Background: an optimization exercise with open tools, aiming at small area and a short achievable clock period. Do not read the settings as production practice.
Function was checked by simulation only, so behaviour that the tests miss may differ from the original.

Setup of old:
==> module sgbm_glob, before the edit <==
module sgbm_glob
(
    input  wire [11:0] m,
    input  wire [11:0] P2,
    input  wire [12:0] PP,       
    input  wire [11:0] nP2,      
    output wire [11:0] Dn,
    output wire [12:0] K,
    output wire [11:0] nD
);
wire [12:0] S = {1'b0, m} + {1'b0, P2};
wire [13:0] X = {PP[12], PP} - {2'b00, m};
assign Dn = ~S[11:0];
assign K  = {X[12] ^ S[12], X[11:0]};
assign nD = nP2 - m;
endmodule
==> module sgbm_aggr_right_left, before the edit <==
module sgbm_aggr_right_left
(
    input wire                           clk,
    input wire                           rst,
    input wire [128*12-1:0]   i_cost,
    input wire                           i_cost_valid,
    input wire  [8-1:0]        i_min_disp,
    input wire  [8-1:0]        i_max_disp,
    input wire                           i_rst_aggr,
    input wire  [12-1:0]         i_P1,
    input wire  [12-1:0]         i_P2,
    output wire [128*12-1:0]   o_cost,
    output wire                          o_valid,
    output reg                           o_aggr_done
);
localparam D = 128;
localparam W = 12;
function automatic [W:0] add_rc(input [W-1:0] a, input [W-1:0] b, input cin);
    reg cy;
    integer i;
    begin
        cy = cin;
        for (i = 0; i < W; i = i + 1) begin
            add_rc[i] = a[i] ^ b[i] ^ cy;
            cy = (a[i] & b[i]) | (cy & (a[i] ^ b[i]));
        end
        add_rc[W] = cy;
    end
endfunction
function automatic lt_rc(input [W-1:0] a, input [W-1:0] b);
    reg cy;
    integer i;
    begin
        cy = 1'b0;
        for (i = 0; i < W; i = i + 1)
            cy = (~a[i] & b[i]) | (~(a[i] & ~b[i]) & cy);
        lt_rc = cy;
    end
endfunction
assign o_valid = i_cost_valid;
reg  [0:D-1][W-1:0]    Lp;
reg  [8-1:0] R_r;
reg                    cost_valid_d1;
wire [0:D-1][W-1:0]    cost_w;
assign cost_w = i_cost;
wire                   first = ~cost_valid_d1;
localparam NG = 8;
reg  [NG-1:0][W-1:0]   Dn_g;      
reg  [NG-1:0][W:0]     K_g;       
reg  [NG-1:0][W-1:0]   nD_g;      
wire [D:0]             lv;
wire [0:D-1][W-1:0]    L;
assign lv[D] = 1'b0;
wire [0:D-1][W:0]      u;
wire [0:D-1][W+1:0]    v;
genvar d, n;
generate
    for (d = 0; d < D; d = d + 1) begin : g_reg
        assign lv[d] = (d < R_r);
        wire [W:0] us = add_rc(Lp[d], Dn_g[d/16], 1'b1);
        assign u[d] = {~us[W], us[W-1:0]};
        wire [W:0] vs = add_rc(Lp[d], K_g[d/16][W-1:0], 1'b0);
        assign v[d] = {K_g[d/16][W] & ~vs[W], K_g[d/16][W] ^ vs[W], vs[W-1:0]};
    end
    for (d = 0; d < D; d = d + 1) begin : g_lane
        wire [W+1:0] vn;
        wire         vneg;
        if (d == 0) begin : g_l0
            assign vn   = v[1];
            assign vneg = lv[1] & v[1][W+1];
        end else if (d == D-1) begin : g_ln
            assign vn   = v[D-2];
            assign vneg = v[D-2][W+1];
        end else begin : g_lm
            wire take_r = lv[d+1] & lt_rc(Lp[d+1], Lp[d-1]);
            assign vn   = take_r ? v[d+1] : v[d-1];
            assign vneg = vn[W+1];
        end
        wire         uneg   = u[d][W];
        wire         lo_lt;
        sgbm_lt12r u_lo (.a(u[d][W-1:0]), .b(vn[W-1:0]), .lt(lo_lt));
        wire         take_u = ~first & uneg & (~vneg | lo_lt);
        wire         take_v = ~first & vneg & ~(uneg & lo_lt);
        wire [W-1:0] t      = ({W{take_u}} & u[d][W-1:0]) | ({W{take_v}} & vn[W-1:0]) | ({W{first}} & nD_g[d/16]);
        sgbm_add12 u_add (.a(cost_w[d]), .b(t), .s(L[d]));
    end
endgenerate
wire [0:63][W-1:0] t1;
wire [0:31][W-1:0] t2;
wire [0:15][W-1:0] t3;
wire [0:7][W-1:0]  t4;
wire [0:3][W-1:0]  t5;
wire [0:1][W-1:0]  t6;
wire [W-1:0]       minL;
generate
    for (n = 0; n < 64; n = n + 1) begin : g_t1
        sgbm_min2s u_m (.a(L[2*n]), .b(L[2*n+1]), .vb(lv[2*n+1]), .y(t1[n]));
    end
    for (n = 0; n < 32; n = n + 1) begin : g_t2
        sgbm_min2s u_m (.a(t1[2*n]), .b(t1[2*n+1]), .vb(lv[4*n+2]), .y(t2[n]));
    end
    for (n = 0; n < 16; n = n + 1) begin : g_t3
        sgbm_min2s u_m (.a(t2[2*n]), .b(t2[2*n+1]), .vb(lv[8*n+4]), .y(t3[n]));
    end
    for (n = 0; n < 8; n = n + 1) begin : g_t4
        sgbm_min2s u_m (.a(t3[2*n]), .b(t3[2*n+1]), .vb(lv[16*n+8]), .y(t4[n]));
    end
    for (n = 0; n < 4; n = n + 1) begin : g_t5
        sgbm_min2s u_m (.a(t4[2*n]), .b(t4[2*n+1]), .vb(lv[32*n+16]), .y(t5[n]));
    end
    for (n = 0; n < 2; n = n + 1) begin : g_t6
        sgbm_min2s u_m (.a(t5[2*n]), .b(t5[2*n+1]), .vb(lv[64*n+32]), .y(t6[n]));
    end
endgenerate
sgbm_min2s u_root (.a(t6[0]), .b(t6[1]), .vb(lv[64]), .y(minL));
wire [W-1:0]           m_n = i_cost_valid ? minL : {W{1'b0}};
wire [W:0]             PP  = {1'b0, i_P1} - {1'b0, i_P2};
wire [W-1:0]           nP2 = {W{1'b0}} - i_P2;
wire [W-1:0]           Dn_n;
wire [W:0]             K_n;
wire [W-1:0]           nD_n;
sgbm_glob u_glob (.m(m_n), .P2(i_P2), .PP(PP), .nP2(nP2), .Dn(Dn_n), .K(K_n), .nD(nD_n));
assign o_cost = L;
always @(posedge clk) begin
    Lp            <= L;
    Dn_g          <= {NG{Dn_n}};
    K_g           <= {NG{K_n}};
    nD_g          <= {NG{nD_n}};
    R_r           <= i_max_disp - i_min_disp;
    cost_valid_d1 <= i_cost_valid;
end
always @(posedge clk) begin
    if (rst) begin
        o_aggr_done      <= 1;
    end
    else if (i_rst_aggr) begin
        o_aggr_done      <= 0;
    end
    else if (i_cost_valid==0&&cost_valid_d1==1) begin
        o_aggr_done      <= 1;
    end
end
endmodule
export LEC_CHECK = 0
export CAP_MARGIN = 35
export CORE_AREA = 5 5 895 895
export DIE_AREA = 0 0 900 900
export SLEW_MARGIN = 35
export SYNTH_HIERARCHICAL = 1
create_clock -name core_clock -period 33.0 [get_ports {clk}]
standard.sh (not shown) runs the stock make flow with config.mk's settings and CLKGATE_MAP_FILE= SYNTH_SCRIPT=/design/flow/synth_recipe.tcl, a recipe that flattens the netlist after the stock synthesis.
==> flow/flow/run.sh <==
#!/bin/bash
# Layout flow: the standard ORFS flow (standard.sh), with small port buffers
# and timing repair aimed below the clock period.
set -euo pipefail
bash standard.sh "BUFFER_PORTS_ARGS=-buffer_cell sky130_fd_sc_hd__buf_1" "PLACE_PINS_ARGS=-min_distance 1 -min_distance_in_tracks" SETUP_SLACK_MARGIN=15 finish > flow_make.log 2>&1
### old -> new
diff --git a/flow/design.v b/flow/design.v
--- a/flow/design.v
+++ b/flow/design.v
@@ -79,13 +79,32 @@
     output wire [11:0] Dn,
     output wire [12:0] K,
     output wire [11:0] nD
 );
-wire [12:0] S = {1'b0, m} + {1'b0, P2};
-wire [13:0] X = {PP[12], PP} - {2'b00, m};
+reg [12:0] S;
+reg [13:0] X;
+reg [11:0] N;
+reg        cs, cx, cn;
+integer    i;
+always @(*) begin
+    cs = 1'b0;
+    cx = 1'b1;
+    cn = 1'b1;
+    for (i = 0; i < 12; i = i + 1) begin
+        S[i] = m[i] ^ P2[i] ^ cs;
+        cs   = (m[i] & P2[i]) | (cs & (m[i] ^ P2[i]));
+        X[i] = PP[i] ^ ~m[i] ^ cx;
+        cx   = (PP[i] & ~m[i]) | (cx & (PP[i] ^ ~m[i]));
+        N[i] = nP2[i] ^ ~m[i] ^ cn;
+        cn   = (nP2[i] & ~m[i]) | (cn & (nP2[i] ^ ~m[i]));
+    end
+    S[12]  = cs;
+    X[12]  = PP[12] ^ 1'b1 ^ cx;
+    X[13]  = 1'b0;
+end
 assign Dn = ~S[11:0];
 assign K  = {X[12] ^ S[12], X[11:0]};
-assign nD = nP2 - m;
+assign nD = N;
 endmodule
 module sgbm_add12
 (
     input  wire [11:0] a,
@@ -158,17 +177,28 @@
     end
 endfunction
 assign o_valid = i_cost_valid;
 reg  [0:D-1][W-1:0]    Lp;
+reg  [W-1:0]           m_r;
+reg  [W-1:0]           P2_r;      
+reg  [W:0]             PP_r;      
+reg  [W-1:0]           nP2_r;     
 reg  [8-1:0] R_r;
 reg                    cost_valid_d1;
 wire [0:D-1][W-1:0]    cost_w;
 assign cost_w = i_cost;
 wire                   first = ~cost_valid_d1;
 localparam NG = 8;
-reg  [NG-1:0][W-1:0]   Dn_g;      
-reg  [NG-1:0][W:0]     K_g;       
-reg  [NG-1:0][W-1:0]   nD_g;      
+wire [NG-1:0][W-1:0]   Dn_g;
+wire [NG-1:0][W:0]     K_g;
+wire [NG-1:0][W-1:0]   nD_g;
+genvar gi;
+generate
+    for (gi = 0; gi < NG; gi = gi + 1) begin : g_glob
+        sgbm_glob u_glob (.m(m_r), .P2(P2_r), .PP(PP_r), .nP2(nP2_r),
+                          .Dn(Dn_g[gi]), .K(K_g[gi]), .nD(nD_g[gi]));
+    end
+endgenerate
 wire [D:0]             lv;
 wire [0:D-1][W-1:0]    L;
 assign lv[D] = 1'b0;
 wire [0:D-1][W:0]      u;
@@ -232,21 +262,15 @@
         sgbm_min2s u_m (.a(t5[2*n]), .b(t5[2*n+1]), .vb(lv[64*n+32]), .y(t6[n]));
     end
 endgenerate
 sgbm_min2s u_root (.a(t6[0]), .b(t6[1]), .vb(lv[64]), .y(minL));
-wire [W-1:0]           m_n = i_cost_valid ? minL : {W{1'b0}};
-wire [W:0]             PP  = {1'b0, i_P1} - {1'b0, i_P2};
-wire [W-1:0]           nP2 = {W{1'b0}} - i_P2;
-wire [W-1:0]           Dn_n;
-wire [W:0]             K_n;
-wire [W-1:0]           nD_n;
-sgbm_glob u_glob (.m(m_n), .P2(i_P2), .PP(PP), .nP2(nP2), .Dn(Dn_n), .K(K_n), .nD(nD_n));
 assign o_cost = L;
 always @(posedge clk) begin
     Lp            <= L;
-    Dn_g          <= {NG{Dn_n}};
-    K_g           <= {NG{K_n}};
-    nD_g          <= {NG{nD_n}};
+    m_r           <= i_cost_valid ? minL : {W{1'b0}};
+    P2_r          <= i_P2;
+    PP_r          <= {1'b0, i_P1} - {1'b0, i_P2};
+    nP2_r         <= {W{1'b0}} - i_P2;
     R_r           <= i_max_disp - i_min_disp;
     cost_valid_d1 <= i_cost_valid;
 end
 always @(posedge clk) begin
## What came out
- new went all the way through the flow, and no timing, DRC or antenna check failed.
- new vs old, instance count: new higher
- Basic-gate share of the synthesized area counting and, or, nand and nor cells is lower on new
- Looking at worst hold slack across both flows, new is the stronger of the two, with old trailing.
- In the metrics for old and new, the one carrying the higher post-CTS setup buffer count is new.
- Comparing new with old, the count of pins over their slew limit came out essentially unchanged.
- Final core utilization in new is 1.2 points higher than in old
- Post-DP HPWL (lower): new

[what the ideal ports hide]
Ports are ideal in the flow. The routed layouts listed here were re-timed in OpenROAD. Step 1 (the two cells are an assumption about what drives the block):
set clk [get_ports {clk}]
set_driving_cell -lib_cell sky130_fd_sc_hd__clkbuf_16 $clk
set_driving_cell -lib_cell sky130_fd_sc_hd__buf_2 [delete_from_list [all_inputs] $clk]
Step 2, shift: input delay + t, output delay - t, t = (earliest + latest rising clock arrival at the registers) / 2. This alone moves slack from input paths to output paths. Three values: no drivers, after step 1, after step 2; two values: the first two.
| run | shift t [ns] | setup WS [ns] | worst hold slack (ns) | latest minus earliest clock arrival (ns) | pins driven straight from the clock port |
|---|---|---|---|---|---|
| old | 1.271 | 14.922 / 14.764 / 15.044 | 0.519 / 0.519 / 0.519 | 0.130 / 0.130 | 1 |
| new | 1.247 | 14.981 / 14.811 / 15.357 | 0.525 / 0.525 / 0.525 | 0.115 / 0.115 | 1 |
After both steps every run listed still meets setup and hold.
